Background: an optimization exercise with open tools, aiming at small area, a short achievable clock period and few clock cycles. Do not read the settings as production practice. Where RTL was checked, it was by simulation tests only, not by an equivalence proof against the original. Only the layout flow was run in runs 5 to 7; the RTL was not checked for function there. Power and IR drop assume default switching activity.

==> flow/design.v <==
module CORDIC #(parameter integer W = 32)
(
    input wire clk,
    input wire start,
    input wire signed [31:0] x,
    input wire signed [31:0] y,
    output wire signed [W-1:0]phi,
    output wire done
);
reg [31:0] xr;
reg [31:0] yr;
reg [31:0] z;
reg [4:0] cnt;
reg dn;
reg [0:0] b27;   
reg [2:0] ff;
reg [1:0] c0;
wire d = yr[31];
wire [31:0] xs, ys, xn, yn, zn;
cordic_addsub u_addx (.a(xr), .src(yr), .s({cnt[4:1], c0[0]}), .inv(d), .ld(start), .din(x), .o(xn));
cordic_addsub u_addy (.a(yr), .src(xr), .s({cnt[4:1], ~c0[1]}), .inv(~d), .ld(start), .din(y), .o(yn));
wire [31:0] za;
cordic_ztab u_tab (.i(cnt), .d(d), .dn(dn), .o(za));
cordic_add u_addz (.a(z), .b(za), .o(zn));
wire b26 = ~d;
wire [2:0] fnext;
assign fnext[0] = z[4] & (b26 ? (~z[5] & (&z[10:6])) : (&z[10:5]));
assign fnext[1] = z[4] & (b26 ? (~z[5] & (&z[17:6])) : (&z[17:5]));
assign fnext[2] = z[4] & (b26 ? (~z[5] & (&z[24:6])) : (&z[24:5]));
cordic_fin u_fin (.a(z), .b(b27), .f(ff), .o(phi));
assign done = dn;
always @(posedge clk) begin
    xr <= xn;
    yr <= yn;
    if (start)
        z <= 32'h906dfdfb;
    else
        z <= zn;
    if (start) begin
        cnt <= 5'd0;
        dn  <= 1'b0;
        c0[0] <= 1'b0;
        c0[1] <= 1'b1;
    end else if (!dn) begin
        cnt <= cnt + 5'd1;
        dn  <= (cnt == 5'd26);
        b27 <= {~yn[31]};
        c0[0] <= ~c0[0];
        c0[1] <= ~c0[1];
        if (cnt == 5'd26) ff <= fnext;
    end
end
endmodule
module cordic_shr (input wire [31:0] a, input wire [4:0] s, output wire [31:0] o);
wire [31:0] l0 = s[0] ? {{1{a[31]}}, a[31:1]} : a;
wire [31:0] l1 = s[1] ? {{2{l0[31]}}, l0[31:2]} : l0;
wire [31:0] l2 = s[2] ? {{4{l1[31]}}, l1[31:4]} : l1;
wire [31:0] l3 = s[3] ? {{8{l2[31]}}, l2[31:8]} : l2;
wire [31:0] l4 = s[4] ? {{16{l3[31]}}, l3[31:16]} : l3;
assign o = l4;
endmodule
module cordic_addsub (input wire [31:0] a, input wire [31:0] src, input wire [4:0] s, input wire inv, input wire ld, input wire [31:0] din, output wire [31:0] o);
wire [31:0] ax;
cordic_xor u_x (.a(a), .s(inv), .o(ax));
wire [31:0] p, g;
cordic_shpg u_pg (.a(a), .ax(ax), .src(src), .s(s), .cin(inv), .p(p), .g(g));
cordic_pfxl u_pfx (.p(p), .g(g), .cin(inv), .ld(ld), .din(din), .o(o));
endmodule
module cordic_pfxl (input wire [31:0] p, input wire [31:0] g, input wire cin, input wire ld, input wire [31:0] din, output wire [31:0] o);
wire [31:0] s;
wire G0_1 = g[1] | (p[1] & g[0]);
wire G0_3 = g[3] | (p[3] & g[2]);
wire P0_3 = p[3] & p[2];
wire G0_5 = g[5] | (p[5] & g[4]);
wire P0_5 = p[5] & p[4];
wire G0_7 = g[7] | (p[7] & g[6]);
wire P0_7 = p[7] & p[6];
wire G0_9 = g[9] | (p[9] & g[8]);
wire P0_9 = p[9] & p[8];
wire G0_11 = g[11] | (p[11] & g[10]);
wire P0_11 = p[11] & p[10];
wire G0_13 = g[13] | (p[13] & g[12]);
wire P0_13 = p[13] & p[12];
wire G0_15 = g[15] | (p[15] & g[14]);
wire P0_15 = p[15] & p[14];
wire G0_17 = g[17] | (p[17] & g[16]);
wire P0_17 = p[17] & p[16];
wire G0_19 = g[19] | (p[19] & g[18]);
wire P0_19 = p[19] & p[18];
wire G0_21 = g[21] | (p[21] & g[20]);
wire P0_21 = p[21] & p[20];
wire G0_23 = g[23] | (p[23] & g[22]);
wire P0_23 = p[23] & p[22];
wire G0_25 = g[25] | (p[25] & g[24]);
wire P0_25 = p[25] & p[24];
wire G0_27 = g[27] | (p[27] & g[26]);
wire P0_27 = p[27] & p[26];
wire G0_29 = g[29] | (p[29] & g[28]);
wire P0_29 = p[29] & p[28];
wire G0_31 = g[31] | (p[31] & g[30]);
wire P0_31 = p[31] & p[30];
wire G1_2 = g[2] | (p[2] & G0_1);
wire G1_3 = G0_3 | (P0_3 & G0_1);
wire G1_6 = g[6] | (p[6] & G0_5);
wire P1_6 = p[6] & P0_5;
wire G1_7 = G0_7 | (P0_7 & G0_5);
wire P1_7 = P0_7 & P0_5;
wire G1_10 = g[10] | (p[10] & G0_9);
wire P1_10 = p[10] & P0_9;
wire G1_11 = G0_11 | (P0_11 & G0_9);
wire P1_11 = P0_11 & P0_9;
wire G1_14 = g[14] | (p[14] & G0_13);
wire P1_14 = p[14] & P0_13;
wire G1_15 = G0_15 | (P0_15 & G0_13);
wire P1_15 = P0_15 & P0_13;
wire G1_18 = g[18] | (p[18] & G0_17);
wire P1_18 = p[18] & P0_17;
wire G1_19 = G0_19 | (P0_19 & G0_17);
wire P1_19 = P0_19 & P0_17;
wire G1_22 = g[22] | (p[22] & G0_21);
wire P1_22 = p[22] & P0_21;
wire G1_23 = G0_23 | (P0_23 & G0_21);
wire P1_23 = P0_23 & P0_21;
wire G1_26 = g[26] | (p[26] & G0_25);
wire P1_26 = p[26] & P0_25;
wire G1_27 = G0_27 | (P0_27 & G0_25);
wire P1_27 = P0_27 & P0_25;
wire G1_30 = g[30] | (p[30] & G0_29);
wire P1_30 = p[30] & P0_29;
wire G1_31 = G0_31 | (P0_31 & G0_29);
wire P1_31 = P0_31 & P0_29;
wire G2_4 = g[4] | (p[4] & G1_3);
wire G2_5 = G0_5 | (P0_5 & G1_3);
wire G2_6 = G1_6 | (P1_6 & G1_3);
wire G2_7 = G1_7 | (P1_7 & G1_3);
wire G2_12 = g[12] | (p[12] & G1_11);
wire P2_12 = p[12] & P1_11;
wire G2_13 = G0_13 | (P0_13 & G1_11);
wire P2_13 = P0_13 & P1_11;
wire G2_14 = G1_14 | (P1_14 & G1_11);
wire P2_14 = P1_14 & P1_11;
wire G2_15 = G1_15 | (P1_15 & G1_11);
wire P2_15 = P1_15 & P1_11;
wire G2_20 = g[20] | (p[20] & G1_19);
wire P2_20 = p[20] & P1_19;
wire G2_21 = G0_21 | (P0_21 & G1_19);
wire P2_21 = P0_21 & P1_19;
wire G2_22 = G1_22 | (P1_22 & G1_19);
wire P2_22 = P1_22 & P1_19;
wire G2_23 = G1_23 | (P1_23 & G1_19);
wire P2_23 = P1_23 & P1_19;
wire G2_28 = g[28] | (p[28] & G1_27);
wire P2_28 = p[28] & P1_27;
wire G2_29 = G0_29 | (P0_29 & G1_27);
wire P2_29 = P0_29 & P1_27;
wire G2_30 = G1_30 | (P1_30 & G1_27);
wire P2_30 = P1_30 & P1_27;
wire G2_31 = G1_31 | (P1_31 & G1_27);
wire P2_31 = P1_31 & P1_27;
wire G3_8 = g[8] | (p[8] & G2_7);
wire G3_9 = G0_9 | (P0_9 & G2_7);
wire G3_10 = G1_10 | (P1_10 & G2_7);
wire G3_11 = G1_11 | (P1_11 & G2_7);
wire G3_12 = G2_12 | (P2_12 & G2_7);
wire G3_13 = G2_13 | (P2_13 & G2_7);
wire G3_14 = G2_14 | (P2_14 & G2_7);
wire G3_15 = G2_15 | (P2_15 & G2_7);
wire G3_24 = g[24] | (p[24] & G2_23);
wire P3_24 = p[24] & P2_23;
wire G3_25 = G0_25 | (P0_25 & G2_23);
wire P3_25 = P0_25 & P2_23;
wire G3_26 = G1_26 | (P1_26 & G2_23);
wire P3_26 = P1_26 & P2_23;
wire G3_27 = G1_27 | (P1_27 & G2_23);
wire P3_27 = P1_27 & P2_23;
wire G3_28 = G2_28 | (P2_28 & G2_23);
wire P3_28 = P2_28 & P2_23;
wire G3_29 = G2_29 | (P2_29 & G2_23);
wire P3_29 = P2_29 & P2_23;
wire G3_30 = G2_30 | (P2_30 & G2_23);
wire P3_30 = P2_30 & P2_23;
wire G3_31 = G2_31 | (P2_31 & G2_23);
wire P3_31 = P2_31 & P2_23;
wire G4_16 = g[16] | (p[16] & G3_15);
wire G4_17 = G0_17 | (P0_17 & G3_15);
wire G4_18 = G1_18 | (P1_18 & G3_15);
wire G4_19 = G1_19 | (P1_19 & G3_15);
wire G4_20 = G2_20 | (P2_20 & G3_15);
wire G4_21 = G2_21 | (P2_21 & G3_15);
wire G4_22 = G2_22 | (P2_22 & G3_15);
wire G4_23 = G2_23 | (P2_23 & G3_15);
wire G4_24 = G3_24 | (P3_24 & G3_15);
wire G4_25 = G3_25 | (P3_25 & G3_15);
wire G4_26 = G3_26 | (P3_26 & G3_15);
wire G4_27 = G3_27 | (P3_27 & G3_15);
wire G4_28 = G3_28 | (P3_28 & G3_15);
wire G4_29 = G3_29 | (P3_29 & G3_15);
wire G4_30 = G3_30 | (P3_30 & G3_15);
wire G4_31 = G3_31 | (P3_31 & G3_15);
assign s = p ^ {G4_30, G4_29, G4_28, G4_27, G4_26, G4_25, G4_24, G4_23, G4_22, G4_21, G4_20, G4_19, G4_18, G4_17, G4_16, G3_15, G3_14, G3_13, G3_12, G3_11, G3_10, G3_9, G3_8, G2_7, G2_6, G2_5, G2_4, G1_3, G1_2, G0_1, g[0], cin};
assign o = ld ? din : s;
endmodule
module cordic_shpg (input wire [31:0] a, input wire [31:0] ax, input wire [31:0] src, input wire [4:0] s, input wire cin, output wire [31:0] p, output wire [31:0] g);
wire [31:0] l0 = s[0] ? {{1{src[31]}}, src[31:1]} : src;
wire [31:0] l1 = s[1] ? {{2{l0[31]}}, l0[31:2]} : l0;
wire [31:0] l2 = s[2] ? {{4{l1[31]}}, l1[31:4]} : l1;
wire [31:0] l3 = s[3] ? {{8{l2[31]}}, l2[31:8]} : l2;
wire [31:0] l4 = s[4] ? {{16{l3[31]}}, l3[31:16]} : l3;
assign p = ax ^ l4;
wire [31:0] g1 = a & ~p;
assign g = {g1[31:1], g1[0] | (p[0] & cin)};
endmodule
module cordic_xor (input wire [31:0] a, input wire s, output wire [31:0] o);
assign o = a ^ {32{s}};
endmodule
module cordic_pgx (input wire [31:0] a, input wire [31:0] ax, input wire [31:0] b, input wire cin, output wire [31:0] p, output wire [31:0] g);
assign p = ax ^ b;
wire [31:0] g1 = a & ~p;
assign g = {g1[31:1], g1[0] | (p[0] & cin)};
endmodule
module cordic_pfx (input wire [31:0] p, input wire [31:0] g, input wire cin, output wire [31:0] o);
wire G0_1 = g[1] | (p[1] & g[0]);
wire G0_3 = g[3] | (p[3] & g[2]);
wire P0_3 = p[3] & p[2];
wire G0_5 = g[5] | (p[5] & g[4]);
wire P0_5 = p[5] & p[4];
wire G0_7 = g[7] | (p[7] & g[6]);
wire P0_7 = p[7] & p[6];
wire G0_9 = g[9] | (p[9] & g[8]);
wire P0_9 = p[9] & p[8];
wire G0_11 = g[11] | (p[11] & g[10]);
wire P0_11 = p[11] & p[10];
wire G0_13 = g[13] | (p[13] & g[12]);
wire P0_13 = p[13] & p[12];
wire G0_15 = g[15] | (p[15] & g[14]);
wire P0_15 = p[15] & p[14];
wire G0_17 = g[17] | (p[17] & g[16]);
wire P0_17 = p[17] & p[16];
wire G0_19 = g[19] | (p[19] & g[18]);
wire P0_19 = p[19] & p[18];
wire G0_21 = g[21] | (p[21] & g[20]);
wire P0_21 = p[21] & p[20];
wire G0_23 = g[23] | (p[23] & g[22]);
wire P0_23 = p[23] & p[22];
wire G0_25 = g[25] | (p[25] & g[24]);
wire P0_25 = p[25] & p[24];
wire G0_27 = g[27] | (p[27] & g[26]);
wire P0_27 = p[27] & p[26];
wire G0_29 = g[29] | (p[29] & g[28]);
wire P0_29 = p[29] & p[28];
wire G0_31 = g[31] | (p[31] & g[30]);
wire P0_31 = p[31] & p[30];
wire G1_2 = g[2] | (p[2] & G0_1);
wire G1_3 = G0_3 | (P0_3 & G0_1);
wire G1_6 = g[6] | (p[6] & G0_5);
wire P1_6 = p[6] & P0_5;
wire G1_7 = G0_7 | (P0_7 & G0_5);
wire P1_7 = P0_7 & P0_5;
wire G1_10 = g[10] | (p[10] & G0_9);
wire P1_10 = p[10] & P0_9;
wire G1_11 = G0_11 | (P0_11 & G0_9);
wire P1_11 = P0_11 & P0_9;
wire G1_14 = g[14] | (p[14] & G0_13);
wire P1_14 = p[14] & P0_13;
wire G1_15 = G0_15 | (P0_15 & G0_13);
wire P1_15 = P0_15 & P0_13;
wire G1_18 = g[18] | (p[18] & G0_17);
wire P1_18 = p[18] & P0_17;
wire G1_19 = G0_19 | (P0_19 & G0_17);
wire P1_19 = P0_19 & P0_17;
wire G1_22 = g[22] | (p[22] & G0_21);
wire P1_22 = p[22] & P0_21;
wire G1_23 = G0_23 | (P0_23 & G0_21);
wire P1_23 = P0_23 & P0_21;
wire G1_26 = g[26] | (p[26] & G0_25);
wire P1_26 = p[26] & P0_25;
wire G1_27 = G0_27 | (P0_27 & G0_25);
wire P1_27 = P0_27 & P0_25;
wire G1_30 = g[30] | (p[30] & G0_29);
wire P1_30 = p[30] & P0_29;
wire G1_31 = G0_31 | (P0_31 & G0_29);
wire P1_31 = P0_31 & P0_29;
wire G2_4 = g[4] | (p[4] & G1_3);
wire G2_5 = G0_5 | (P0_5 & G1_3);
wire G2_6 = G1_6 | (P1_6 & G1_3);
wire G2_7 = G1_7 | (P1_7 & G1_3);
wire G2_12 = g[12] | (p[12] & G1_11);
wire P2_12 = p[12] & P1_11;
wire G2_13 = G0_13 | (P0_13 & G1_11);
wire P2_13 = P0_13 & P1_11;
wire G2_14 = G1_14 | (P1_14 & G1_11);
wire P2_14 = P1_14 & P1_11;
wire G2_15 = G1_15 | (P1_15 & G1_11);
wire P2_15 = P1_15 & P1_11;
wire G2_20 = g[20] | (p[20] & G1_19);
wire P2_20 = p[20] & P1_19;
wire G2_21 = G0_21 | (P0_21 & G1_19);
wire P2_21 = P0_21 & P1_19;
wire G2_22 = G1_22 | (P1_22 & G1_19);
wire P2_22 = P1_22 & P1_19;
wire G2_23 = G1_23 | (P1_23 & G1_19);
wire P2_23 = P1_23 & P1_19;
wire G2_28 = g[28] | (p[28] & G1_27);
wire P2_28 = p[28] & P1_27;
wire G2_29 = G0_29 | (P0_29 & G1_27);
wire P2_29 = P0_29 & P1_27;
wire G2_30 = G1_30 | (P1_30 & G1_27);
wire P2_30 = P1_30 & P1_27;
wire G2_31 = G1_31 | (P1_31 & G1_27);
wire P2_31 = P1_31 & P1_27;
wire G3_8 = g[8] | (p[8] & G2_7);
wire G3_9 = G0_9 | (P0_9 & G2_7);
wire G3_10 = G1_10 | (P1_10 & G2_7);
wire G3_11 = G1_11 | (P1_11 & G2_7);
wire G3_12 = G2_12 | (P2_12 & G2_7);
wire G3_13 = G2_13 | (P2_13 & G2_7);
wire G3_14 = G2_14 | (P2_14 & G2_7);
wire G3_15 = G2_15 | (P2_15 & G2_7);
wire G3_24 = g[24] | (p[24] & G2_23);
wire P3_24 = p[24] & P2_23;
wire G3_25 = G0_25 | (P0_25 & G2_23);
wire P3_25 = P0_25 & P2_23;
wire G3_26 = G1_26 | (P1_26 & G2_23);
wire P3_26 = P1_26 & P2_23;
wire G3_27 = G1_27 | (P1_27 & G2_23);
wire P3_27 = P1_27 & P2_23;
wire G3_28 = G2_28 | (P2_28 & G2_23);
wire P3_28 = P2_28 & P2_23;
wire G3_29 = G2_29 | (P2_29 & G2_23);
wire P3_29 = P2_29 & P2_23;
wire G3_30 = G2_30 | (P2_30 & G2_23);
wire P3_30 = P2_30 & P2_23;
wire G3_31 = G2_31 | (P2_31 & G2_23);
wire P3_31 = P2_31 & P2_23;
wire G4_16 = g[16] | (p[16] & G3_15);
wire G4_17 = G0_17 | (P0_17 & G3_15);
wire G4_18 = G1_18 | (P1_18 & G3_15);
wire G4_19 = G1_19 | (P1_19 & G3_15);
wire G4_20 = G2_20 | (P2_20 & G3_15);
wire G4_21 = G2_21 | (P2_21 & G3_15);
wire G4_22 = G2_22 | (P2_22 & G3_15);
wire G4_23 = G2_23 | (P2_23 & G3_15);
wire G4_24 = G3_24 | (P3_24 & G3_15);
wire G4_25 = G3_25 | (P3_25 & G3_15);
wire G4_26 = G3_26 | (P3_26 & G3_15);
wire G4_27 = G3_27 | (P3_27 & G3_15);
wire G4_28 = G3_28 | (P3_28 & G3_15);
wire G4_29 = G3_29 | (P3_29 & G3_15);
wire G4_30 = G3_30 | (P3_30 & G3_15);
wire G4_31 = G3_31 | (P3_31 & G3_15);
assign o = p ^ {G4_30, G4_29, G4_28, G4_27, G4_26, G4_25, G4_24, G4_23, G4_22, G4_21, G4_20, G4_19, G4_18, G4_17, G4_16, G3_15, G3_14, G3_13, G3_12, G3_11, G3_10, G3_9, G3_8, G2_7, G2_6, G2_5, G2_4, G1_3, G1_2, G0_1, g[0], cin};
endmodule
module cordic_add (input wire [31:0] a, input wire [31:0] b, output wire [31:0] o);
wire [31:0] p, g;
cordic_pgz u_pg (.a(a), .b(b), .p(p), .g(g));
cordic_pfx u_pfx (.p(p), .g(g), .cin(1'b0), .o(o));
endmodule
module cordic_pgz (input wire [31:0] a, input wire [31:0] b, output wire [31:0] p, output wire [31:0] g);
assign p = a ^ b;
assign g = a & b;
endmodule
module cordic_ztab (input wire [4:0] i, input wire d, input wire dn, output wire [31:0] o);
wire [31:0] t =
    ({32{i == 5'd0}} & 32'h6487ed52) |
    ({32{i == 5'd1}} & 32'h3b58ce0a) |
    ({32{i == 5'd2}} & 32'h1f5b75fa) |
    ({32{i == 5'd3}} & 32'h0feadd4e) |
    ({32{i == 5'd4}} & 32'h07fd56ee) |
    ({32{i == 5'd5}} & 32'h03ffaab8) |
    ({32{i == 5'd6}} & 32'h01fff556) |
    ({32{i == 5'd7}} & 32'h00fffeaa) |
    ({32{i == 5'd8}} & 32'h007fffd6) |
    ({32{i == 5'd9}} & 32'h003ffffa) |
    ({32{i == 5'd10}} & 32'h00200000) |
    ({32{i == 5'd11}} & 32'h00100000) |
    ({32{i == 5'd12}} & 32'h00080000) |
    ({32{i == 5'd13}} & 32'h00040000) |
    ({32{i == 5'd14}} & 32'h00020000) |
    ({32{i == 5'd15}} & 32'h00010000) |
    ({32{i == 5'd16}} & 32'h00008000) |
    ({32{i == 5'd17}} & 32'h00004000) |
    ({32{i == 5'd18}} & 32'h00002000) |
    ({32{i == 5'd19}} & 32'h00001000) |
    ({32{i == 5'd20}} & 32'h00000800) |
    ({32{i == 5'd21}} & 32'h00000400) |
    ({32{i == 5'd22}} & 32'h00000200) |
    ({32{i == 5'd23}} & 32'h00000100) |
    ({32{i == 5'd24}} & 32'h00000080) |
    ({32{i == 5'd25}} & 32'h00000040) |
    ({32{i == 5'd26}} & 32'h00000020);
assign o = d ? 32'h0 : t;
endmodule
module cordic_fin (input wire [31:0] a, input wire b, input wire [2:0] f, output wire [31:0] o);
assign o[3:0] = a[3:0];
wire c0 = b;
assign o[4] = a[4] ^ c0;
assign o[5] = a[5] ^ (c0 & (&a[4:4]));
assign o[6] = a[6] ^ (c0 & (&a[5:4]));
assign o[7] = a[7] ^ (c0 & (&a[6:4]));
assign o[8] = a[8] ^ (c0 & (&a[7:4]));
assign o[9] = a[9] ^ (c0 & (&a[8:4]));
assign o[10] = a[10] ^ (c0 & (&a[9:4]));
wire c1 = (b & f[0]);
assign o[11] = a[11] ^ c1;
assign o[12] = a[12] ^ (c1 & (&a[11:11]));
assign o[13] = a[13] ^ (c1 & (&a[12:11]));
assign o[14] = a[14] ^ (c1 & (&a[13:11]));
assign o[15] = a[15] ^ (c1 & (&a[14:11]));
assign o[16] = a[16] ^ (c1 & (&a[15:11]));
assign o[17] = a[17] ^ (c1 & (&a[16:11]));
wire c2 = (b & f[1]);
assign o[18] = a[18] ^ c2;
assign o[19] = a[19] ^ (c2 & (&a[18:18]));
assign o[20] = a[20] ^ (c2 & (&a[19:18]));
assign o[21] = a[21] ^ (c2 & (&a[20:18]));
assign o[22] = a[22] ^ (c2 & (&a[21:18]));
assign o[23] = a[23] ^ (c2 & (&a[22:18]));
assign o[24] = a[24] ^ (c2 & (&a[23:18]));
wire c3 = (b & f[2]);
assign o[25] = a[25] ^ c3;
assign o[26] = a[26] ^ (c3 & (&a[25:25]));
assign o[27] = a[27] ^ (c3 & (&a[26:25]));
assign o[28] = a[28] ^ (c3 & (&a[27:25]));
assign o[29] = a[29] ^ (c3 & (&a[28:25]));
assign o[30] = a[30] ^ (c3 & (&a[29:25]));
assign o[31] = a[31] ^ (c3 & (&a[30:25]));
endmodule
==> flow/run.sh <==
#!/bin/bash
# synth_recipe.tcl (not shown) runs the flow's synth.tcl, then flattens the netlist and writes it again
# the make line also repeats each setting of config.mk as NAME=value (left out here)
make -C /OpenROAD-flow-scripts/flow DESIGN_CONFIG=/design/flow/config.mk WORK_HOME=/design/flow/orfs CLKGATE_MAP_FILE= SYNTH_SCRIPT=/design/flow/synth_recipe.tcl finish
==> flow/config.mk <==
export PLATFORM = sky130hd
export DESIGN_NAME = CORDIC
export DESIGN_NICKNAME = CORDIC
export VERILOG_FILES = /design/flow/design.v
export SDC_FILE = /design/flow/constraint.sdc
export NUM_CORES = 4
export LEC_CHECK = 0
export ABC_AREA = 1
export CAP_MARGIN = 20
export CORE_MARGIN = 2
export CORE_UTILIZATION = 40
export SETUP_SLACK_MARGIN = 4.1
export SLEW_MARGIN = 20
export SYNTH_HIERARCHICAL = 1
export SYNTH_MINIMUM_KEEP_SIZE = 0
==> flow/constraint.sdc <==
create_clock -name core_clock -period 7.5 [get_ports {clk}]
set_input_delay 1.5000 -clock core_clock [delete_from_list [all_inputs] [get_ports {clk}]]
set_output_delay 1.5000 -clock core_clock [all_outputs]
set_load 0.01 [all_outputs]
==> impl_results.md, run 1 <==
* RSZ-0062 raised after global routing: yes
* Fin crit period at roughly 3300 ps
* DR pass1 iterations at 6
* Commonest non-fill, non-tap cell in the layout: nand2_1
* Place WS at 3620 ps
* Final period util at 44.4%
* Buffers on Ports at approximately 100
* First-pass GRT wire length at 79100 microns
* Most frequent cells in the layout: nand2_1 (1175), nand3_1 (513), inv_1 (383)
* Die width at 198 microns
* Critical-path maximum fanout at 5
* Row cnt at 70
* Final core utilization at 45.8%
* Initial DRC count at 1477
* GRT Util Overall at 25.2%
* Total Nets Final at 3075
* Worst Skew at about 17 ps
* Drt wl/cell at 14.7 microns
* Worst setup EP type: output port
* Worst skew pair latency at 400 ps
* Global route total overflow at 0
* Largest net degree at the start of global routing at 88
* Total CTS buffers at 9
* DP Wirelength at 37600 microns
* Via density per instance at between 5 and 6
* Reg-to-reg startpoint: yr[31]
* Die area at 39100 sq um
* CTS sink count at 108
* CP Launch Type: flop
* Worst reg2reg path endpoint: xr[17]
* Syn Area/Cell at 5.16 sq um
* Fin. Hold Viols at 0
* Area added between synthesis and finish at 12.2%
* Worst vdd ir at approximately 0.21 mV
* Worst Path Required at 6000 ps
* HP Class: reg -> reg
* Worst r2r path cells at 23
* Io pins at 99
* CTS H-Tree Depth at 3
* Vias in the first global route at 15644
* Routed Antenna Nets at 0
* Via count at between 15000 and 20000
* Outcome: complete, no violations
* CTS tree: built
* Post-synthesis cell count at 2910
* Setup CP Type: reg -> out
* Core ar. at 36800 sq um
* Hold Path Stages at 1
* Relative slew slack at 34.8%
* Share of cells above drive strength 1 at roughly 7.4%
* Hold Startpoint: c0[1]
* Slew Limit Fails at 0
* Clock transition at the registers of the reported paths at 90 ps
* GPL Wtd Cong at 0.950
* Synth warn at 7
* Pleak at 9.94 nW
* Final worst slack at ~4200 ps
* Max_cap viols at 0
* CTS max path bufs at 2
* # diodes at 0
* Post-Syn Area at about 15000 sq um
* Final Setup Violations at 0
* Worst setup path start: b27
* CP arrival at 1830 ps
* Cells after DPL at 3377
* Worst Hold End: c0[1]
* Least-Margin Pin Slew at 976 ps
* Initial antenna violation count at 0
* Final setup TNS at 0 ps
* Die height at roughly 200 microns
* Initial Util at 40.8%
* Root buf cell: clkbuf_16
* Fmax at roughly 0.3 GHz
* Final non-filler cell total at 3429
* P per Cell Area at roughly 470 nW/um^2
* Total wire length at 50500 microns
* Reg-to-reg slack, setup at 4260 ps
* DRC errors left at 0
## layer usage
metal	global-route usage, %	wire length, microns	part of all wire [%]
met2	45.3	24500	48
met4	8.02	1490	3.0
met3	3.13	2700	5.3
met1	31.2	21800	43
met5	0	0	0
## layout make-up
cell class                      instances  area [sq um]
Clock buffer                            9           225
Inverter                              402          1580
Timing Repair Buffer                  135          1420
Tap cell                              468           586
Sequential cell                       108          2220
Fill cell                            4044         19900
Timing Repair inverter                  8          60.1
Clock inverter                          7          56.3
Multi-Input combinational cell       2292         10700
## sequential cells by signal, indices dropped and copies added, names as in the netlist
register	flops
dn	1
yr	32
c0	2
z	32
cnt	5
b27	1
ff	3
xr	32
## what timing repair did
action                                  CTS  global route
endpoints found under the setup margin  101            79
cloned                                    8             1
hold buffers                              0             0
buffers inserted                          7            20
resized for setup                        52            53
pin swaps                                 3             3
## metrics by stage
stage	area (sq um)	hold slack (ps)	total power, mW
after detailed placement	16000	469	7.32
after global placement	16000	457	7.19
final	16900	477	7.94
after floorplan	15000	434	6.00
after CTS	16500	482	7.87
after global routing	16900	505	8.91
## worst max path at each step
stage               endpoint  slack, ps
global route          xr[17]       4000
global placement      xr[17]       3730
finish               phi[29]       4170
detailed placement    xr[17]       3620
floorplan             xr[17]       4520
CTS                   xr[17]       3960
## where the power goes
part | total [mW] | internal [mW] | switching (mW) | leakage, nW
Sequential | 1.33 | 0.853 | 0.479 | 0.912
Combinational | 6.10 | 2.19 | 3.92 | 8.88
Clock | 0.504 | 0.231 | 0.273 | 0.142
Total | 7.94 | 3.27 | 4.67 | 9.94
## worst max-delay path, cell delays in order, from the launching register on
cell and delay, ps:
edfxtp_1 430, buf_12 170, nand2_4 90, nor2_4 60, nand2_1 50, nand2_1 40
nand2_1 50, clkdlybuf4s50_1 520
Testbench counts, summed over its fixed seeds: cycles 22,400.
==> run 2: changes to the inputs <==
--- a/flow/config.mk
+++ b/flow/config.mk
@@ -9,7 +9,7 @@
 export CAP_MARGIN = 20
 export CORE_MARGIN = 2
 export CORE_UTILIZATION = 40
-export SETUP_SLACK_MARGIN = 4.1
+export SETUP_SLACK_MARGIN = 4.3
 export SLEW_MARGIN = 20
 export SYNTH_HIERARCHICAL = 1
 export SYNTH_MINIMUM_KEEP_SIZE = 0
==> run 2 against run 1 <==
Effect of this change: still clean on timing, DRC and antenna; critical path depth is 1 higher; die area stayed put; flip-flop and latch count unchanged; global-route usage rose by 0.36 points; combinational power is 6.2% higher; critical path type unchanged; highest routed layer unchanged.
==> impl_results.md, run 2 <==
* Initial DRC count at 1446
* Post-synthesis cell count at 2910
* Pleak at 10.3 nW
* First-pass GRT wire length at 80100 microns
* Routed Antenna Nets at 0
* CTS sink count at 108
* Worst Path Required at 6000 ps
* CTS H-Tree Depth at 3
* Die height at 198 microns
* Slowest library cell on the worst path: edfxtp_1
* Worst setup path start: b27
* Final setup TNS at 0 ps
* Initial Util at 40.8%
* Via density per instance at 5.19
* Most frequent cells in the layout: nand2_1 (1143), nand3_1 (482), inv_1 (379)
* CTS tree: built
* Total Nets Final at approximately 3100
* RSZ-0062 raised after global routing: yes
* Clock transition at the registers of the reported paths at 90 ps
* Die width at 198 microns
* # diodes at 0
* Final period util at 42.6%
* Fin crit period at around 3200 ps
* Largest net degree at the start of global routing at just under 90
* HP Class: reg -> reg
* DP Wirelength at 37600 microns
* Worst setup EP type: output port
* Total CTS buffers at 9
* Post-route cell area at between 15000 and 20000 sq um
* Initial antenna violation count at 0
* Post-DP Area at 16000 sq um
* Die area at between 30000 and 40000 sq um
* Least-Margin Pin Slew at 877 ps
* Via count at 18078
* Fin. Hold Viols at 0
* Global route total overflow at 0
* DR pass1 iterations at 7
* Critical-path maximum fanout at 5
* CP arrival at around 1700 ps
* Outcome: complete, no violations
* Syn Area/Cell at 5.16 sq um
* Area added between synthesis and finish at 18.4%
* Cts hold-fix bufs at 0
* GRT Util Overall at 25.6%
* Buffers on Ports at a little under 100
* Total wire length at around 53000 microns
* CTS max path bufs at 2
* CP Launch Type: flop
* Io pins at 99
* Hold Startpoint: c0[1]
* GPL Wtd Cong at 0.950
* Core ar. at 36800 sq um
* Drt wl/cell at roughly 15 microns
* CP peak stage delay at 430 ps
* Commonest non-fill, non-tap cell in the layout: nand2_1
* Row cnt at 70
* Setup CP Type: reg -> out
* DRC errors left at 0
* Slew Limit Fails at 0
* Fmax at around 0.31 GHz
* Post-Syn Area at 15000 sq um
* Synth warn at 7
* P per Cell Area at 468 nW/um^2
* Worst Skew at around 18 ps
* Worst skew pair latency at 400 ps
* Top flop regs: xr (32), yr (32), z (32)
* Relative slew slack at 41.5%
* Root buf cell: clkbuf_16
* Crit-path cells: buf_12 > nand2_4 > nor2_4 > buf_4 > nand2_1 > nand2_1 > nand2_1 > dlygate4sd2_1
* Share of cells above drive strength 1 at 12.3%
* Vias in the first global route at 15879
* Max_cap viols at 0
* Most used cell along the critical path: nand2_1
* Filler cell count at 3968
* Reg-to-reg startpoint: cnt[1]
* Final Setup Violations at 0
* Worst vdd ir at 0.214 mV
[run 2: metal layers]
layer | routed length [microns] | up-vias | track usage, %
met2 | 25800 | 552 | 45.8
li1 | - | 9274 | -
met3 | 2990 | 105 | 3.34
met1 | 22400 | 8147 | 31.5
met5 | 0 | - | 0
met4 | 1800 | 0 | 8.77
[run 2: path summary, 6_finish.rpt]
path,cells past startpoint,slack (ps),to
setup / recovery,8,4310,phi[15]
hold / removal,1,460,c0[1]
setup reg to reg,16,4380,z[16]
hold reg to reg,1,460,c0[1]
[run 2: report_power, final]
part	switching, mW	internal (mW)	total (mW)
Clock	0.278	0.231	0.509
Combinational	4.11	2.37	6.48
Sequential	0.475	0.854	1.33
Total	4.86	3.46	8.32
[run 2: final cells by class]
| cell class | count | area, sq um | area share [%] |
|---|---|---|---|
| clock buffers | 9 | 225 | 1.27 |
| repair buffers | 183 | 1860 | 10.5 |
| flip-flops and latches | 108 | 2240 | 12.6 |
| inverters | 402 | 1600 | 8.97 |
| clock inverters | 7 | 56.3 | 0.317 |
| repair inverters | 10 | 75.1 | 0.422 |
| well taps | 468 | 586 | 3.29 |
| multi-input cells | 2294 | 11200 | 62.7 |
[run 2: critical path, delay by kind of cell, from the launching register on]
family                 cells  cell delay [ps]
buffers and inverters      3              570
flip-flops                 1              430
AND/OR/NAND/NOR            5              290
[run 2: per-stage QoR]
step / power [mW] / instances / hold WS, ps / setup WS (ps) / utilization, %
2_1_floorplan: 6.00 / 2911 / 434 / 4520 / -
3_3_place_gp: 7.19 / 3377 / 457 / 3730 / 43.5
3_5_place_dp: 7.32 / 3377 / 469 / 3620 / 43.5
4_1_cts: 7.87 / 3434 / 482 / 4160 / 45.5
5_1_grt: 9.29 / 3481 / 475 / 4190 / 48.4
6_report: 8.32 / 3481 / 458 / 4310 / 48.4
[run 2: timing repair]
action,in CTS,in global routing
gates resized for setup,89,184
gates cloned,8,10
setup endpoints to repair,118,76
buffers inserted,33,37
pin swaps,5,27
==> run 3: changes to the inputs <==
--- a/flow/config.mk
+++ b/flow/config.mk
@@ -9,7 +9,7 @@
 export CAP_MARGIN = 20
 export CORE_MARGIN = 2
 export CORE_UTILIZATION = 40
-export SETUP_SLACK_MARGIN = 4.3
+export SETUP_SLACK_MARGIN = 4.25
 export SLEW_MARGIN = 20
 export SYNTH_HIERARCHICAL = 1
 export SYNTH_MINIMUM_KEEP_SIZE = 0
==> run 3 against run 2 <==
Effect of this change: hold slack got worse by 2.2 ps; clock skew decreased by 2.4 ps; synthesized cell count unchanged; count of clock-buffer cells in the layout unchanged.
==> impl_results.md, run 3 <==
* Buffers on Ports at 98
* CTS tree: built
* Via density per instance at 5.18
* Worst Hold End: c0[1]
* Max_cap viols at 0
* Pleak at 10.1 nW
* Fmax at approximately 0.31 GHz
* Post-Syn Area at about 15000 sq um
* DR pass1 iterations at 6
* Worst Path Required at 6000 ps
* Area added between synthesis and finish at 15.8%
* Total CTS buffers at 9
* CTS max path bufs at 2
* Cells after DPL at 3377
* Worst skew pair latency at 400 ps
* Initial Util at 40.8%
* Worst Skew at 15.1 ps
* Fin. Hold Viols at 0
* Hold Startpoint: c0[1]
* Largest net degree at the start of global routing at 88
* Via count at 17884
* CP arrival at 1700 ps
* # diodes at 0
* Outcome: complete, no violations
* Global route total overflow at 0
* Initial DRC count at 1515
* Least-Margin Pin Slew at 994 ps
* DP Wirelength at 37600 microns
* Total Nets Final at 3097
* Row cnt at 70
* Hold Path Stages at 1
* Relative slew slack at approximately a third
* Worst vdd ir at 0.213 mV
* Syn Area/Cell at 5.16 sq um
* Die width at 198 microns
* Top flop regs: xr (32), yr (32), z (32)
* Root buf cell: clkbuf_16
* First-pass GRT wire length at 79300 microns
* CP Launch Type: flop
* Reg-to-reg startpoint: cnt[1]
* Commonest non-fill, non-tap cell in the layout: nand2_1
* Setup CP Type: reg -> out
* Initial antenna violation count at 0
* Most frequent cells in the layout: nand2_1 (1163), nand3_1 (493), inv_1 (381)
* Cts hold-fix bufs at 0
* Reg-to-reg slack, setup at 4400 ps
* Final period util at 42.7%
* RSZ-0062 raised after global routing: yes
* Vias in the first global route at 15722
* CTS sink count at 108
* Io pins at 99
* HP Class: reg -> reg
* Synth warn at 7
* CTS H-Tree Depth at 3
* Final Setup Violations at 0
* GPL Wtd Cong at 0.950
* Worst setup EP type: output port
* Fin crit period at 3200 ps
* DRC errors left at 0
* Share of cells above drive strength 1 at 9.86%
* Drt wl/cell at 15.1 microns
* Critical-path maximum fanout at 5
* Clock transition at the registers of the reported paths at 90 ps
* Slew Limit Fails at 0
* Routed Antenna Nets at 0
* Worst reg2reg path endpoint: yr[17]
* Die height at 198 microns
* Die area at 39100 sq um
* Final setup TNS at 0 ps
* Worst r2r path cells at 22
* Final non-filler cell total at 3451
* Post-synthesis cell count at 2910
* GRT Util Overall at 25.3%
* P per Cell Area at between 400 and 500 nW/um^2
* Core ar. at ~37000 sq um
* Total wire length at about 52000 microns
## run 3: worst max path at each step
stage	from	to	slack, ps	depth (start not counted)
after floorplan	cnt[2]	xr[17]	4520	23
after global placement	yr[31]	xr[17]	3730	14
after detailed placement	yr[31]	xr[17]	3620	14
after CTS	yr[31]	xr[17]	4110	23
after global routing	start	b27	4180	6
final	b27	phi[15]	4300	8
## run 3: area by class of cell
type                    count  area [sq um]
well taps                 468           586
flip-flops and latches    108          2230
repair inverters            9          67.6
inverters                 402          1580
clock inverters             7          56.3
fillers                  3996         19400
clock buffers               9           225
repair buffers            156          1680
multi-input cells        2292         11000
## run 3: worst max-delay path, stage by stage (launching register included)
cell           delay [ps]
edfxtp_1              390
buf_12                160
nand2_4                80
nor2_4                120
buf_4                 120
nand2_1                40
nand2_1                50
nand2_1                50
dlygate4sd2_1         280
## run 3: power breakdown
group | switching [mW] | total [mW] | internal (mW)
clock | 0.273 | 0.505 | 0.231
sequential | 0.467 | 1.32 | 0.854
combinational | 4.02 | 6.34 | 2.32
total | 4.77 | 8.17 | 3.40
## run 3: metrics by stage
step                      cell area [sq um]  util (%)  total power, mW  hold slack [ps]  setup WS, ps
after floorplan                       15000         -             6.00              434          4520
after global placement                16000      43.5             7.19              457          3730
after detailed placement              16000      43.5             7.32              469          3620
after CTS                             16500      44.9             7.84              482          4110
after global routing                  17400      47.3             9.14              475          4180
final                                 17400      47.3             8.17              455          4300
## run 3: what timing repair did
action,4_1_cts,5_1_grt
pin swaps,3,13
cloned,7,8
gates resized for setup,71,125
buffers inserted,13,30
endpoints found under the setup margin,114,81
## run 3: metal layers
layer / routed length [microns] / global-route usage, % / vias to the layer above / share of wire, %
li1: - / - / 9203 / -
met1: 21900 / 31.1 / 8020 / 42
met2: 25100 / 45.2 / 565 / 48
met3: 3090 / 3.39 / 96 / 5.9
met4: 1850 / 8.86 / 0 / 3.6
met5: 0 / 0 / - / 0
==> run 4: changes to the inputs <==
--- a/flow/config.mk
+++ b/flow/config.mk
@@ -9,7 +9,7 @@
 export CAP_MARGIN = 20
 export CORE_MARGIN = 2
 export CORE_UTILIZATION = 40
-export SETUP_SLACK_MARGIN = 4.25
+export SETUP_SLACK_MARGIN = 4.15
 export SLEW_MARGIN = 20
 export SYNTH_HIERARCHICAL = 1
 export SYNTH_MINIMUM_KEEP_SIZE = 0
==> run 4 against run 3 <==
Effect of this change: hold slack improved by 36 ps; sequential share of layout area increased by 0.14 points; still clean on timing, DRC and antenna; synthesized cell count unchanged; highest routed layer unchanged.
==> impl_results.md, run 4 <==
* Outcome: complete, no violations
* Slowest library cell on the worst path: clkdlybuf4s50_1
* Reg-to-reg slack, setup at 4360 ps
* Initial Util at between 40 and 50%
* Clock power frac at 6.3%
* P per Cell Area at approximately 470 nW/um^2
* Crit-path cells: buf_12 > ha_1 > clkdlybuf4s50_1
* Synth warn at 7
* Buffers on Ports at 98
* Total Nets Final at 3096
* Die height at about 200 microns
* Via count at 17768
* Initial antenna violation count at 0
* Row cnt at 70
* Post-DP Area at 16000 sq um
* Share of cells above drive strength 1 at 8.48%
* Core ar. at 36800 sq um
* First-pass GRT wire length at 79400 microns
* Met3 Wirelength at approximately 2900 microns
* Worst setup EP type: output port
* CTS max path bufs at 2
* Routed Antenna Nets at 0
* Slew Limit Fails at 0
* Die width at ~200 microns
* Sequential share of power at 16.5%
* Setup CP Type: reg -> out
* Relative slew slack at 36.3%
* Vias in the first global route at 15730
* CTS sink count at 108
* Sw power at approximately 4.7 mW
* CTS tree: built
* Worst skew pair latency at 400 ps
* Worst setup path start: b27
* Comb power frac at 77.2%
* Root buf cell: clkbuf_16
* Final period util at 44.2%
* DP Wirelength at 37600 microns
* Internal at 3.34 mW
* Metal1 wirelength at 22000 microns
* Hold Startpoint: c0[1]
* GRT Util Overall at 25.4%
* Place WS at 3620 ps
* Commonest non-fill, non-tap cell in the layout: nand2_1
* Via density per instance at 5.15
* Top delay family on crit path: buffers and inverters
* Total CTS buffers at 9
* Final core utilization at 46.6%
* Area added between synthesis and finish at 14.2%
* CTS H-Tree Depth at 3
* Drt wl/cell at 14.9 microns
* Final Setup Violations at 0
* Final hold slack at 492 ps
* Most frequent cells in the layout: nand2_1 (1170), nand3_1 (507), inv_1 (381)
* # diodes at 0
* Largest net degree at the start of global routing at between 80 and 90
* Fin crit period at 3310 ps
* Worst Path Required at 6000 ps
* Pleak at 10.0 nW
* Worst vdd ir at around 0.21 mV
* Sw Share at 58.5%
* Cells after DPL at 3377
* Worst Skew at 15.6 ps
* Global route total overflow at 0
* Wire length on met2 at 24800 microns
* Post-synthesis cell count at 2910
* RSZ-0062 raised after global routing: yes
* HP Class: reg -> reg
* Io pins at 99
* Max_cap viols at 0
* Reg-to-reg startpoint: c0[0]
* GPL Wtd Cong at about 0.95
* Pwr Total at 8.06 mW
* Clock transition at the registers of the reported paths at about 90 ps
* Final setup TNS at 0 ps
* Initial DRC count at 1445
* Final non-filler cell total at 3450
* Final worst slack at 4190 ps
* CP Launch Type: flop
* Post-Syn Area at 15000 sq um
* Fin. Hold Viols at 0
* Least-Margin Pin Slew at 954 ps
* Fmax at 0.302 GHz
* DR pass1 iterations at 8
* Critical-path maximum fanout at 5
* Syn Area/Cell at 5.16 sq um
* DR top layer: met4
* WP buf/inv at 2
* CP peak stage delay at 540 ps
* Die area at 39100 sq um
* CP arrival at 1810 ps
* Total wire length at about 51000 microns
* DRC errors left at 0
* Filler cell count at 4034
* Top flop regs: xr (32), yr (32), z (32)
* Post-route cell area at 17200 sq um
-- run 4: final cells by class --
class / count / area, sq um / share of cell area [%]
sequential: 108 / 2230 / 13.0
timing repair inverter: 8 / 60.1 / 0.350
inverter: 402 / 1580 / 9.23
timing repair buffer: 156 / 1610 / 9.41
clock buffer: 9 / 225 / 1.31
tap: 468 / 586 / 3.41
clock inverter: 7 / 56.3 / 0.328
multi-input combinational: 2292 / 10800 / 63.0
-- run 4: what timing repair did --
action                                  4_1_cts  5_1_grt
gates cloned                                  8        4
hold buffers                                  0        0
endpoints found under the setup margin      104       69
setup buffers                                16       29
pin swaps                                     4        5
gates resized for setup                      66       71
-- run 4: layer usage --
layer / vias up / global-route usage [%]
li1: 9208 / -
met1: 7972 / 31.2
met2: 501 / 45.6
met3: 87 / 3.39
met4: 0 / 7.94
met5: - / 0
-- run 4: path summary, 6_finish.rpt --
kind                                to  cells past startpoint
worst max-delay path            phi[4]                      3
worst min-delay path             c0[1]                      1
worst max register to register  xr[17]                     22
worst min register to register   c0[1]                      1
-- run 4: power by group through the flow --
stage | Clock (mW) | Combinational [mW] | Sequential (mW)
after CTS | 0.526 | 5.98 | 1.34
final | 0.507 | 6.22 | 1.33
after detailed placement | 0 | 5.96 | 1.35
after floorplan | 0 | 4.89 | 1.11
after global routing | 0.543 | 7.12 | 1.37
after global placement | 0 | 5.84 | 1.35
==> run 5: changes to the inputs <==
--- a/flow/design.v
+++ b/flow/design.v
@@ -68,7 +68,7 @@
 endmodule
 module cordic_pfxl (input wire [31:0] p, input wire [31:0] g, input wire cin, input wire ld, input wire [31:0] din, output wire [31:0] o);
 wire [31:0] s;
-wire G0_1 = g[1] | (p[1] & g[0]);
+wire G0_1 = g[1] | ((p[1] | g[1]) & g[0]);
 wire G0_3 = g[3] | (p[3] & g[2]);
 wire P0_3 = p[3] & p[2];
 wire G0_5 = g[5] | (p[5] & g[4]);
@@ -99,7 +99,7 @@
 wire P0_29 = p[29] & p[28];
 wire G0_31 = g[31] | (p[31] & g[30]);
 wire P0_31 = p[31] & p[30];
-wire G1_2 = g[2] | (p[2] & G0_1);
+wire G1_2 = g[2] | ((p[2] | g[2]) & G0_1);
 wire G1_3 = G0_3 | (P0_3 & G0_1);
 wire G1_6 = g[6] | (p[6] & G0_5);
 wire P1_6 = p[6] & P0_5;
@@ -129,7 +129,7 @@
 wire P1_30 = p[30] & P0_29;
 wire G1_31 = G0_31 | (P0_31 & G0_29);
 wire P1_31 = P0_31 & P0_29;
-wire G2_4 = g[4] | (p[4] & G1_3);
+wire G2_4 = g[4] | ((p[4] | g[4]) & G1_3);
 wire G2_5 = G0_5 | (P0_5 & G1_3);
 wire G2_6 = G1_6 | (P1_6 & G1_3);
 wire G2_7 = G1_7 | (P1_7 & G1_3);
@@ -157,7 +157,7 @@
 wire P2_30 = P1_30 & P1_27;
 wire G2_31 = G1_31 | (P1_31 & G1_27);
 wire P2_31 = P1_31 & P1_27;
-wire G3_8 = g[8] | (p[8] & G2_7);
+wire G3_8 = g[8] | ((p[8] | g[8]) & G2_7);
 wire G3_9 = G0_9 | (P0_9 & G2_7);
 wire G3_10 = G1_10 | (P1_10 & G2_7);
 wire G3_11 = G1_11 | (P1_11 & G2_7);
@@ -181,7 +181,7 @@
 wire P3_30 = P2_30 & P2_23;
 wire G3_31 = G2_31 | (P2_31 & G2_23);
 wire P3_31 = P2_31 & P2_23;
-wire G4_16 = g[16] | (p[16] & G3_15);
+wire G4_16 = g[16] | ((p[16] | g[16]) & G3_15);
 wire G4_17 = G0_17 | (P0_17 & G3_15);
 wire G4_18 = G1_18 | (P1_18 & G3_15);
 wire G4_19 = G1_19 | (P1_19 & G3_15);
@@ -219,7 +219,7 @@
 assign g = {g1[31:1], g1[0] | (p[0] & cin)};
 endmodule
 module cordic_pfx (input wire [31:0] p, input wire [31:0] g, input wire cin, output wire [31:0] o);
-wire G0_1 = g[1] | (p[1] & g[0]);
+wire G0_1 = g[1] | ((p[1] | g[1]) & g[0]);
 wire G0_3 = g[3] | (p[3] & g[2]);
 wire P0_3 = p[3] & p[2];
 wire G0_5 = g[5] | (p[5] & g[4]);
@@ -250,7 +250,7 @@
 wire P0_29 = p[29] & p[28];
 wire G0_31 = g[31] | (p[31] & g[30]);
 wire P0_31 = p[31] & p[30];
-wire G1_2 = g[2] | (p[2] & G0_1);
+wire G1_2 = g[2] | ((p[2] | g[2]) & G0_1);
 wire G1_3 = G0_3 | (P0_3 & G0_1);
 wire G1_6 = g[6] | (p[6] & G0_5);
 wire P1_6 = p[6] & P0_5;
@@ -280,7 +280,7 @@
 wire P1_30 = p[30] & P0_29;
 wire G1_31 = G0_31 | (P0_31 & G0_29);
 wire P1_31 = P0_31 & P0_29;
-wire G2_4 = g[4] | (p[4] & G1_3);
+wire G2_4 = g[4] | ((p[4] | g[4]) & G1_3);
 wire G2_5 = G0_5 | (P0_5 & G1_3);
 wire G2_6 = G1_6 | (P1_6 & G1_3);
 wire G2_7 = G1_7 | (P1_7 & G1_3);
@@ -308,7 +308,7 @@
 wire P2_30 = P1_30 & P1_27;
 wire G2_31 = G1_31 | (P1_31 & G1_27);
 wire P2_31 = P1_31 & P1_27;
-wire G3_8 = g[8] | (p[8] & G2_7);
+wire G3_8 = g[8] | ((p[8] | g[8]) & G2_7);
 wire G3_9 = G0_9 | (P0_9 & G2_7);
 wire G3_10 = G1_10 | (P1_10 & G2_7);
 wire G3_11 = G1_11 | (P1_11 & G2_7);
@@ -332,7 +332,7 @@
 wire P3_30 = P2_30 & P2_23;
 wire G3_31 = G2_31 | (P2_31 & G2_23);
 wire P3_31 = P2_31 & P2_23;
-wire G4_16 = g[16] | (p[16] & G3_15);
+wire G4_16 = g[16] | ((p[16] | g[16]) & G3_15);
 wire G4_17 = G0_17 | (P0_17 & G3_15);
 wire G4_18 = G1_18 | (P1_18 & G3_15);
 wire G4_19 = G1_19 | (P1_19 & G3_15);
--- a/flow/config.mk
+++ b/flow/config.mk
@@ -9,7 +9,7 @@
 export CAP_MARGIN = 20
 export CORE_MARGIN = 2
 export CORE_UTILIZATION = 40
-export SETUP_SLACK_MARGIN = 4.15
+export SETUP_SLACK_MARGIN = 4.2
 export SLEW_MARGIN = 20
 export SYNTH_HIERARCHICAL = 1
 export SYNTH_MINIMUM_KEEP_SIZE = 0
==> run 5 against run 4 <==
Effect of this change: still clean on timing, DRC and antenna; global-route usage up 0.46 points; sequential power about the same; final cell count about the same; non-clock buffer count down 7; count of clock-buffer cells in the layout up 4; sequential share of layout area about the same; design area down 0.23%; routed wire length up 0.94%; highest routed layer unchanged.
==> impl_results.md, run 5 <==
* GPL Wtd Cong at 0.961
* Synth warn at 7
* Crit-path cells: buf_12 > nand2_4 > inv_1 > ha_1 > xor2_1 > dlygate4sd2_1
* Final period util at 43.1%
* Initial antenna violation count at 0
* CP Launch Type: flop
* CP peak stage delay at 420 ps
* DP Wirelength at just under 40000 microns
* Row cnt at 70
* DR pass1 iterations at 6
* Total wire length at between 50000 and 60000 microns
* Initial Util at 40.8%
* Fin crit period at roughly 3200 ps
* Final Setup Violations at 0
* Die width at slightly below 200 microns
* Outcome: complete, no violations
* Worst setup EP type: output port
* CTS tree: built
* Fin. Hold Viols at 0
* Post-route cell area at 17100 sq um
* Routed Antenna Nets at 0
* Initial DRC count at approximately 1500
* Global route total overflow at 0
* Pwr Total at 7.99 mW
* Root buf cell: clkbuf_16
* Least-Margin Pin Slew at 754 ps
* Buffers on Ports at 98
* Share of cells above drive strength 1 at between 9 and 10%
* Top flop regs: xr (32), yr (32), z (32)
* Post-synthesis cell count at about 2900
* Slowest library cell on the worst path: edfxtp_1
* Die area at a little under 40000 sq um
* HP Class: reg -> reg
* Io pins at 99
* Area added between synthesis and finish at 14.5%
* CTS max path bufs at 2
* Via density per instance at roughly 5.2
* Largest net degree at the start of global routing at 50
* Final setup TNS at 0 ps
* CTS sink count at approximately 110
* # diodes at 0
* Setup CP Type: reg -> out
* Core ar. at 36700 sq um
* P per Cell Area at 466 nW/um^2
* Commonest non-fill, non-tap cell in the layout: nand2_1
* CP arrival at 1730 ps
* First-pass GRT wire length at slightly above 80000 microns
* Worst Path Required at 6000 ps
* Total CTS buffers at 9
* Post-Syn Area at 15000 sq um
* Post-DP Area at 15900 sq um
* Drt wl/cell at 15.0 microns
* Slew Limit Fails at 0
* Via count at 17798
* DRC errors left at 0
* CTS H-Tree Depth at 3
* Fmax at roughly 0.3 GHz
* Cts hold-fix bufs at 0
* RSZ-0062 raised after global routing: yes
* Max_cap viols at 0
* Worst Skew at 13.3 ps
* Critical-path maximum fanout at 5
* Pleak at 9.95 nW
* Syn Area/Cell at 5.13 sq um
* Clock transition at the registers of the reported paths at 80 ps
* Relative slew slack at 49.3%
* GRT Util Overall at 25.8%
* Worst skew pair latency at 390 ps
* Worst vdd ir at roughly 0.24 mV
* Vias in the first global route at 15871
* Most frequent cells in the layout: nand2_1 (1171), nand3_1 (515), inv_1 (357)
* Die height at 197 microns
* Total Nets Final at between 3000 and 4000
run 5: what timing repair did:
action | CTS | global route
gates resized for setup | 69 | 68
gates cloned | 7 | 7
pin swaps | 3 | 7
endpoints found under the setup margin | 110 | 78
buffers inserted | 9 | 25
run 5: layer usage:
layer	part of all wire, %	track usage (%)	vias up
met4	2.3	6.43	0
met5	0	0	-
met2	49	47.2	473
met3	4.6	3.16	60
li1	-	-	9244
met1	44	32.0	8021
run 5: where the power goes:
part	total (mW)	leakage, nW	internal, mW	switching, mW
Sequential	1.34	0.912	0.852	0.487
Combinational	6.13	8.89	2.20	3.93
Clock	0.517	0.142	0.258	0.259
Total	7.99	9.95	3.31	4.67
run 5: final timing paths:
check,start,to,slack (ps),cells after the start
worst min-delay path,c0[1],c0[1],550,1
worst max-delay path,b27,phi[12],4270,6
worst max register to register,c0[1],b27,4340,24
worst min register to register,c0[1],c0[1],550,1
run 5: area by class of cell:
type | instances | area (sq um)
Clock buffer | 13 | 272
Clock inverter | 3 | 25.0
Fill cell | 4017 | 19600
Inverter | 387 | 1520
Multi-Input combinational cell | 2311 | 10800
Sequential cell | 108 | 2230
Tap cell | 468 | 586
Timing Repair Buffer | 149 | 1600
Timing Repair inverter | 8 | 57.6
run 5: worst max-delay path: cells and delay by family (launching register included):
kind          cells  cell delay [ps]
xor+xnor          1              150
flops             1              420
simple gates      1               90
fa+ha+maj         1              180
buf+inv           3              500
run 5: through the flow:
stage          instances  setup slack (ps)  utilization [%]  hold slack (ps)
6_report            3447              4270             46.7              545
5_1_grt             3447              4060             46.7              579
4_1_cts             3414              4050             45.0              572
3_5_place_dp        3382              3550             43.4              463
3_3_place_gp        3382              3560             43.4              453
2_1_floorplan       2917              4590                -              434
==> run 6: changes to the inputs <==
--- a/flow/config.mk
+++ b/flow/config.mk
@@ -9,6 +9,7 @@
 export CAP_MARGIN = 20
 export CORE_MARGIN = 2
 export CORE_UTILIZATION = 40
+export PLACE_DENSITY = 0.7
 export SETUP_SLACK_MARGIN = 4.2
 export SLEW_MARGIN = 20
 export SYNTH_HIERARCHICAL = 1
==> run 6 against run 5 <==
Effect of this change: still clean; final cell count rose by 0.49%; hold slack improved by 5.6 ps; flip-flop and latch count stayed put; setup slack got worse by 140 ps; register-to-register slack lost 20 ps; combinational power shrank 0.8%; sequential power is essentially flat; sequential share of layout area hardly changed; first-iteration DRC count increased by 13%; critical endpoint is now phi[15]; largest power group unchanged.
==> impl_results.md, run 6 <==
* Vias in the first global route at 15357
* Worst reg2reg path endpoint: z[16]
* Relative slew slack at 34.2%
* Area added between synthesis and finish at 14.2%
* Total wire length at around 48000 microns
* Worst skew pair latency at 400 ps
* Slew Limit Fails at 0
* Fin crit period at approximately 3400 ps
* Most frequent cells in the layout: nand2_1 (1184), nand3_1 (515), inv_1 (356)
* Total Nets Final at a little over 3000
* Final hold slack at 551 ps
* Final Setup Violations at 0
* Global route total overflow at 0
* Fmax at 0.296 GHz
* Final core utilization at 46.6%
* Die area at 39000 sq um
* Root buf cell: clkbuf_16
* DP Wirelength at 35000 microns
* Crit path to: phi[15]
* Via density per instance at 5.15
* CTS H-Tree Depth at 3
* Initial DRC count at between 1500 and 2000
* Worst r2r path cells at 16
* Worst setup path start: b27
* Syn Area/Cell at 5.13 sq um
* Row cnt at 70
* Initial antenna violation count at 0
* Max_cap viols at 0
* Setup CP Type: reg -> out
* Total CTS buffers at 9
* Top flop regs: xr (32), yr (32), z (32)
* DRC errors left at 0
* CTS sink count at 108
* Pwr Total at a little under 8 mW
* Reg-to-reg startpoint: cnt[0]
* Worst Skew at 21.1 ps
* Routed Antenna Nets at 0
* Share of cells above drive strength 1 at 9.48%
* Initial Util at roughly 40%
* RSZ-0062 raised after global routing: yes
* CTS tree: built
* CTS max path bufs at 2
* CP arrival at 1880 ps
* DR pass1 iterations at 6
* Commonest non-fill, non-tap cell in the layout: nand2_1
* Fin. Hold Viols at 0
* Critical-path maximum fanout at 4
* Die width at approximately 200 microns
* Reg-to-reg slack, setup at roughly 4300 ps
* HP Class: reg -> reg
* # diodes at 0
* Outcome: complete, no violations
* CP Launch Type: flop
* Clock transition at the registers of the reported paths at 90 ps
* Pleak at 9.94 nW
* Filler cell count at 4011
* Final period util at 45.0%
* Worst Path Required at approximately 6000 ps
* Post-synthesis cell count at about 2900
* Drt wl/cell at 14.0 microns
* Final setup TNS at 0 ps
* Synth warn at 7
* Core ar. at 36700 sq um
* Largest net degree at the start of global routing at between 60 and 70
* Buffers on Ports at 98
* Die height at approximately 200 microns
* GRT Util Overall at 24.0%
* Post-Syn Area at about 15000 sq um
* Worst setup EP type: output port
* GPL Wtd Cong at a little under 1
* First-pass GRT wire length at 76300 microns
* Least-Margin Pin Slew at slightly below 1000 ps
* Io pins at 99
* Via count at 17829
* Worst vdd ir at approximately 0.23 mV
* P per Cell Area at 466 nW/um^2
[run 6: worst max-delay path, cell delays in order (launching register included)]
cell	delay (ps)
edfxtp_1	470
buf_6	170
buf_4	120
nand2_4	60
nor2_4	150
buf_4	120
nand2_1	40
nand2_1	50
nand2_1	40
dlygate4sd2_1	270
[run 6: cell type report]
cell class                      instances  area [sq um]  area share (%)
Sequential cell                       108          2220            13.0
Multi-Input combinational cell       2312         10800            63.1
Clock buffer                           10           229            1.34
Clock inverter                          6          72.6           0.425
Timing Repair inverter                  8          60.1           0.351
Timing Repair Buffer                  165          1600            9.38
Tap cell                              468           586            3.43
Inverter                              387          1530            8.93
[run 6: metal layers]
layer	vias to the layer above	GRT usage, %	wire, microns
met3	129	3.96	3640
met5	-	0	0
met2	652	39.8	21800
li1	9278	-	-
met1	7770	31.5	21400
met4	0	8.05	1610
[run 6: worst min-delay path by stage]
stage | from | to | slack [ps] | cells past startpoint
global placement | c0[1] | c0[1] | 460 | 1
finish | c0[1] | c0[1] | 550 | 1
global route | c0[1] | c0[1] | 580 | 1
CTS | cnt[0] | cnt[0] | 560 | 2
floorplan | c0[1] | c0[1] | 430 | 1
detailed placement | c0[1] | c0[1] | 470 | 1
[run 6: stage by stage]
stage / area, sq um / std cells / worst slack (ps)
global placement: 15900 / 3380 / 3370
CTS: 16500 / 3424 / 4040
global route: 17100 / 3464 / 3990
finish: 17100 / 3464 / 4120
detailed placement: 15900 / 3380 / 3340
floorplan: 15000 / 2917 / 4590
[run 6: power by group]
group          internal [mW]  switching (mW)
Sequential             0.850           0.493
Clock                  0.264           0.262
Combinational           2.23            3.85
[run 6: repair_timing]
action	CTS	global route
hold buffers	0	0
setup buffers	21	33
pin swaps	2	9
setup endpoints to repair	106	85
cloned	7	7
resized for setup	75	85
==> run 7: changes to the inputs <==
--- a/flow/config.mk
+++ b/flow/config.mk
@@ -9,8 +9,7 @@
 export CAP_MARGIN = 20
 export CORE_MARGIN = 2
 export CORE_UTILIZATION = 40
-export PLACE_DENSITY = 0.7
-export SETUP_SLACK_MARGIN = 4.2
+export SETUP_SLACK_MARGIN = 4.3
 export SLEW_MARGIN = 20
 export SYNTH_HIERARCHICAL = 1
 export SYNTH_MINIMUM_KEEP_SIZE = 0
==> run 7 against run 6 <==
Effect of this change: still clean on timing, DRC and antenna; global-route usage grew 2.0 points; via count up 1.1%; clock power shrank 1%; sequential share of layout area decreased by 0.47 points; critical path depth did not move; final cell count up 0.32%; non-clock buffer count rose by 9; largest cell class unchanged.
==> impl_results.md, run 7 <==
* Via density per instance at 5.18
* CTS max path bufs at 2
* Outcome: complete, no violations
* Initial antenna violation count at 0
* Internal at 3.52 mW
* Sw power at 4.85 mW
* Worst setup EP type: output port
* Global route total overflow at 0
* Row cnt at 70
* Via count at 18017
* Routed Antenna Nets at 0
* Worst skew pair latency at 390 ps
* CP peak stage delay at 380 ps
* CP Launch Type: flop
* Post-Syn Area at 15000 sq um
* Top flop regs: xr (32), yr (32), z (32)
* GPL Wtd Cong at 0.961
* Initial DRC count at 1461
* Die width at 197 microns
* RSZ-0062 raised after global routing: yes
* CP arrival at 1740 ps
* Slew Limit Fails at 0
* Top delay family on crit path: buffers and inverters
* CTS tree: built
* Die area at about 40000 sq um
* Share of cells above drive strength 1 at 12.7%
* GRT Util Overall at between 20% and 30%
* Commonest non-fill, non-tap cell in the layout: nand2_1
* Max_cap viols at 0
* Crit-path cells: buf_12 > nand3_4 > nor2_4 > buf_4 > buf_4 > nand2_1 > nand2_1 > nand2_1 > dlymetal6s2s_1
* CTS H-Tree Depth at 3
* HP Class: reg -> reg
* Die height at between 150 and 200 microns
* DR pass1 iterations at 7
* Syn Area/Cell at 5.13 sq um
* DRC errors left at 0
* Cts hold-fix bufs at 0
* Total wire length at 52800 microns
* Buffers on Ports at 98
* Initial Util at 40.8%
* CTS sink count at roughly 110
* Crit path depth at 9
* Critical-path maximum fanout at 5
* Total CTS buffers at 9
* Slowest library cell on the worst path: edfxtp_1
* Final setup TNS at 0 ps
* Setup CP Type: reg -> out
* Io pins at 99
* Comb power frac at 77.7%
* Synth warn at 7
* Clock transition at the registers of the reported paths at roughly 80 ps
* Area added between synthesis and finish at 19.2%
* # diodes at 0
* Drt wl/cell at 15.2 microns
* Final period util at between 40% and 50%
* Vias in the first global route at 15956
* Fmax at 0.309 GHz
* Post-synthesis cell count at 2916
* Worst Skew at between 10 and 15 ps
* Most used cell along the critical path: nand2_1
* First-pass GRT wire length at between 80000 and 90000 microns
* Pwr Total at roughly 8.4 mW
* Root buf cell: clkbuf_16
* Most frequent cells in the layout: nand2_1 (1140), nand3_1 (484), inv_1 (356)
* Clock power frac at under 10%
* Final Setup Violations at 0
* P per Cell Area at 470 nW/um^2
* Hold Path Stages at 1
* WP buf/inv at 4
* Sequential share of power at 16.1%
* Worst vdd ir at 0.241 mV
* Worst Path Required at 6000 ps
* DP Wirelength at 38600 microns
* Fin crit period at 3240 ps
* Least-Margin Pin Slew at about 750 ps
* Relative slew slack at 49.4%
* Pleak at 10.2 nW
* Sw Share at between 50 and 60%
* Fin. Hold Viols at 0
* Worst r2r path cells at 26
* Core ar. at ~37000 sq um
* Largest net degree at the start of global routing at 50
* Total Nets Final at 3106
==> run 7: changes by cell type in the layout (fill, tap and decap cells not counted), sizes merged <==
cell	delta
dlymetal6s2s	+2
clkdlybuf4s15	+2
buf	+10
clkbuf	-6
bufinv	-1
clkinvlp	+2
clkinv	-3
bufbuf	+1
nand2	+1
dlygate4sd2	+3
==> run 7: final timing paths <==
path              to   start  slack (ps)
max          phi[10]     b27        4260
min            c0[1]   c0[1]         520
max reg2reg      b27  cnt[1]        4340
min reg2reg    c0[1]   c0[1]         520
==> run 7: what timing repair did <==
item,CTS,global route
hold endpoints to repair,0,0
gates cloned,9,8
buffers inserted,9,50
setup endpoints to repair,115,83
gates resized for setup,89,174
pin swaps,3,24
==> run 7: final cells by class <==
type	count	area, sq um
Clock buffer	13	272
Clock inverter	3	25.0
Tap cell	468	586
Sequential cell	108	2240
Fill cell	3931	18900
Multi-Input combinational cell	2313	11200
Timing Repair Buffer	174	1880
Timing Repair inverter	9	67.6
Inverter	387	1520
==> run 7: power by group through the flow <==
stage,clock [mW],combinational (mW),sequential [mW]
floorplan,0,4.89,1.11
global placement,0,5.77,1.37
detailed placement,0,5.90,1.38
CTS,0.533,6.00,1.35
global route,0.547,7.42,1.37
finish,0.520,6.50,1.35
==> run 7: layer usage <==
layer	up-vias	part of all wire (%)	GRT usage, %
met2	478	50	47.5
met3	70	4.2	2.63
met1	8164	44	32.2
met4	0	2.5	7.38
li1	9305	-	-
met5	-	0	0
==> run 7: per-stage QoR <==
step | hold WS [ps] | area, sq um | setup WS (ps) | utilization [%] | std cells
after floorplan | 434 | 15000 | 4590 | - | 2917
final | 515 | 17800 | 4260 | 48.6 | 3475
after detailed placement | 463 | 15900 | 3550 | 43.4 | 3382
after CTS | 592 | 16700 | 4050 | 45.4 | 3416
after global placement | 453 | 15900 | 3560 | 43.4 | 3382
after global routing | 541 | 17800 | 4110 | 48.6 | 3475

==> port drivers added, routing unchanged <==
Ports are ideal in the flow. The routed layouts listed here were re-timed in OpenROAD. Step 1 sets driving cells, clkbuf_16 on the clock port and buf_2 on the other inputs (assumed; they add their load-dependent delay and slew). Step 2 also shifts input and output timing later by t, the mid clock arrival at the registers, as if the neighbouring blocks saw the same clock. Slacks: no drivers / after step 1 / after step 2; pairs: no drivers / after step 1.
| run | t (ns) | setup WS [ns] | hold slack, ns | worst setup path at the end | worst register clock-pin slew, ns |
|---|---|---|---|---|---|
| run 1 | 0.439 | 4.173 / 4.123 / 3.898 | 0.477 / 0.477 / 0.477 | input to register | 0.09 / 0.09 |
| run 2 | 0.444 | 4.307 / 4.255 / 4.065 | 0.458 / 0.458 / 0.458 | input to register | 0.09 / 0.09 |
| run 3 | 0.440 | 4.299 / 4.248 / 3.887 | 0.455 / 0.455 / 0.455 | input to register | 0.09 / 0.09 |
| run 4 | 0.442 | 4.187 / 4.136 / 3.924 | 0.492 / 0.492 / 0.492 | input to register | 0.09 / 0.09 |
| run 5 | 0.441 | 4.266 / 4.212 / 4.249 | 0.545 / 0.545 / 0.545 | input to register | 0.08 / 0.08 |
| run 6 | 0.438 | 4.123 / 4.070 / 4.325 | 0.551 / 0.551 / 0.551 | register to register | 0.09 / 0.09 |
| run 7 | 0.446 | 4.262 / 4.204 / 4.241 | 0.515 / 0.515 / 0.515 | input to register | 0.08 / 0.08 |
After both steps every run listed still meets setup and hold. The setup slack of run 3, which loses most, moves by -0.051 ns with the drivers and by -0.412 ns with both steps.
